This design comes from an exercise in tuning for small area, a short achievable clock period and few clock cycles per item on the open sky130 flow, not from production work. In this exercise RTL edits were held to simulation tests only and were not proved equivalent to the original.

## tundra
Design div_iterative, start of the top module:
module div_iterative (
    input  logic        clk,
    input  logic        rst_n,
    input  logic        valid_in,
    output logic        ready_out,
    input  logic [31:0] dividend,
    input  logic [31:0] divisor,
    output logic        valid_out,
    input  logic        ready_in,
    output logic [31:0] quotient,
    output logic [31:0] remainder
);
Size: ~11,000 µm² of cells after synthesis.
export LEC_CHECK = 0
export CAP_MARGIN = 20
export CORE_MARGIN = 2
export CORE_UTILIZATION = 40
export SLEW_MARGIN = 20
create_clock -name core_clock -period 4.0 [get_ports {clk}]
standard.sh (not shown) runs the stock make flow with config.mk's settings and CLKGATE_MAP_FILE= SYNTH_SCRIPT=/design/flow/synth_recipe.tcl, a recipe that flattens the netlist after the stock synthesis.
==> flow/flow/run.sh <==
#!/bin/bash
# The standard layout, with buf_2 cells (not the default delay buffers) as
# the port buffers, and without mapping adders to full/half-adder cells
# before ABC. Everything else is the standard flow.
set -euo pipefail
export BUFFER_PORTS_ARGS="-buffer_cell sky130_fd_sc_hd__buf_2"
export ADDER_MAP_FILE=
bash standard.sh > standard.log 2>&1
The final layout from tundra, which completed every stage, passed the timing, design-rule and antenna checks at the end of the flow.
Testbench counts of tundra, summed over its fixed seeds: cycles 16,103, items 3,200.
Input-level comparison between umber and tundra:
==> flow/run.sh (new file) <==
#!/bin/bash
# synth_recipe.tcl (not shown) runs the flow's synth.tcl, then flattens the netlist and writes it again
# the make line also repeats each setting of config.mk as NAME=value (left out here)
make -C /OpenROAD-flow-scripts/flow DESIGN_CONFIG=/design/flow/config.mk WORK_HOME=/design/flow/orfs CLKGATE_MAP_FILE= SYNTH_SCRIPT=/design/flow/synth_recipe.tcl finish
removed: flow/flow/run.sh
removed: flow/standard.sh
--- outcome ---
Comparing the two runs side by side, umber comes out behind tundra on total length of routed wires. Against tundra, worst-case setup margin in the final layout in umber came out better. Both conditions hold for umber: the flow ran to the end and the final layout passed the timing, design-rule and antenna checks. Compared with tundra, in umber floorplan die area up 2100 µm², total core area went up, non-clock buffer count higher, average wire length per cell after detail routing climbed 0.82 µm, register fraction of the total cell area went down.
Modified inputs, violet compared to umber
==> flow/flow/run.sh (new file) <==
#!/bin/bash
# The standard layout, with buf_2 cells (not the default delay buffers) as
# the port buffers. Everything else is the standard flow.
set -euo pipefail
export BUFFER_PORTS_ARGS="-buffer_cell sky130_fd_sc_hd__buf_2"
bash standard.sh > standard.log 2>&1
==> flow/standard.sh (new file) <==
#!/bin/bash
# synth_recipe.tcl (not shown) runs the flow's synth.tcl, then flattens the netlist and writes it again
# the make line also repeats each setting of config.mk as NAME=value (left out here)
make -C /OpenROAD-flow-scripts/flow DESIGN_CONFIG=/design/flow/config.mk WORK_HOME=/design/flow/orfs CLKGATE_MAP_FILE= SYNTH_SCRIPT=/design/flow/synth_recipe.tcl "${@:-finish}"
removed: flow/run.sh
==> notes.md <==
Number of instances in the synthesized netlist came out exactly the same in violet and umber. For violet, the type of the setup path with the least slack was primary input to flop, unlike umber, where it was flop to flop. Re clock net sink count: no difference whatsoever between umber and violet. [compare] base=umber new=violet: final standard cell area without fillers down 7.4%, worst hold slack down 0.39 ns. violet vs. umber: utilization of the core after routing fell 3.8 points; synthesized area about even. Post-detailed-routing wire length ends up higher on umber.

---

## build 12
div_iterative, a different RTL version from the one above (not shown whole).
Size: about 1200 cells after synthesis, ~130 I/O pins, about 0.011 mm² of cells after synthesis.
Design div_iterative, start of the top module:
module div_iterative (
    input  logic        clk,
    input  logic        rst_n,
    input  logic        valid_in,
    output logic        ready_out,
    input  logic [31:0] dividend,
    input  logic [31:0] divisor,
    output logic        valid_out,
    input  logic        ready_in,
    output logic [31:0] quotient,
    output logic [31:0] remainder
);
export LEC_CHECK = 0
export CAP_MARGIN = 20
export CORE_MARGIN = 2
export CORE_UTILIZATION = 50
export GPL_TIMING_DRIVEN = 1
export SLEW_MARGIN = 20
create_clock -name core_clock -period 4.0 [get_ports {clk}]
==> flow/flow/run.sh <==
#!/bin/bash
# The standard layout, with buf_2 cells (not the default delay buffers) as
# the port buffers. Everything else is the standard flow.
set -euo pipefail
export BUFFER_PORTS_ARGS="-buffer_cell sky130_fd_sc_hd__buf_2"
bash standard.sh > standard.log 2>&1
The final layout from build 12, which completed every stage, passed the timing, design-rule and antenna checks at the end of the flow.
Testbench counts of build 12, summed over its fixed seeds: cycles 16,103, items 3,200.
## Diff of input files: build 53 against build 12
- setting SETUP_SLACK_MARGIN to 0.8 for the first time
- removing GPL_TIMING_DRIVEN (formerly 1)
- changing CORE_UTILIZATION from 50 to 40
==> notes.md <==
Delta (build 53 minus build 12): cell area increased by 5.6% relative to the old numbers; average wire per standard cell decreased by about 4% relative to the old numbers; utilization decreased by 8.6 points relative to the old numbers.
The following lists how build 60 was set up differently from build 53:
- SETUP_SLACK_MARGIN now 1.0, was 0.8
==> notes.md <==
- First-iteration DRC count | build 60 above build 53
- | non-clock buffer count | build 60 vs build 53 | 27 higher |
- Looking at global router's overall resource usage, build 60 sits 0.56 points above build 53.
- Build 60: maximum single-stage delay on the critical path is 20 ps lower than what build 53 reported.
- Going from build 53 to build 60, the via total after detailed routing was found to have gone up by 257.
- Relative to build 53, worst setup slack decreased by 48 ps in build 60.
- Build 60 -> build 53: instance area after placement flat
- Summary: maximum frequency, build 60 worse than build 53

separate check: timing with driven ports:
How much do the figures lean on ideal ports? The routed layouts below were timed once more, with nothing changed but the port constraints. Step 1, drivers: a clkbuf_16 drives clk and a buf_2 each remaining input, both assumed. Step 2 also shifts input and output timing later by t, the mid clock arrival at the registers, as if the neighbouring blocks saw the same clock. Three values: ideal, step 1, step 2; two values: the first two.
| run | t, ns | setup WS [ns] | worst hold slack (ns) | latest minus earliest clock arrival (ns) | slew at the worst register clock pin (ns) |
|---|---|---|---|---|---|
| tundra | 0.473 | 0.217 / 0.217 / -0.100 | 0.147 / 0.122 / 0.594 | 0.013 / 0.013 | 0.06 / 0.06 |
| umber | 0.475 | 0.272 / 0.272 / -0.172 | 0.552 / 0.531 / 0.636 | 0.011 / 0.012 | 0.07 / 0.07 |
| violet | 0.474 | 0.282 / 0.312 / -0.162 | 0.166 / 0.138 / 0.612 | 0.014 / 0.014 | 0.07 / 0.07 |
| build 12 | 0.418 | 0.398 / 0.410 / 0.005 | 0.195 / 0.177 / 0.595 | 0.015 / 0.015 | 0.09 / 0.09 |
| build 53 | 0.413 | 0.803 / 0.835 / 0.422 | 0.203 / 0.176 / 0.589 | 0.016 / 0.016 | 0.08 / 0.08 |
| build 60 | 0.416 | 0.755 / 0.775 / 0.359 | 0.199 / 0.171 / 0.587 | 0.011 / 0.010 | 0.08 / 0.08 |
With both steps, setup timing fails in tundra, umber and violet, where it was met with ideal ports.
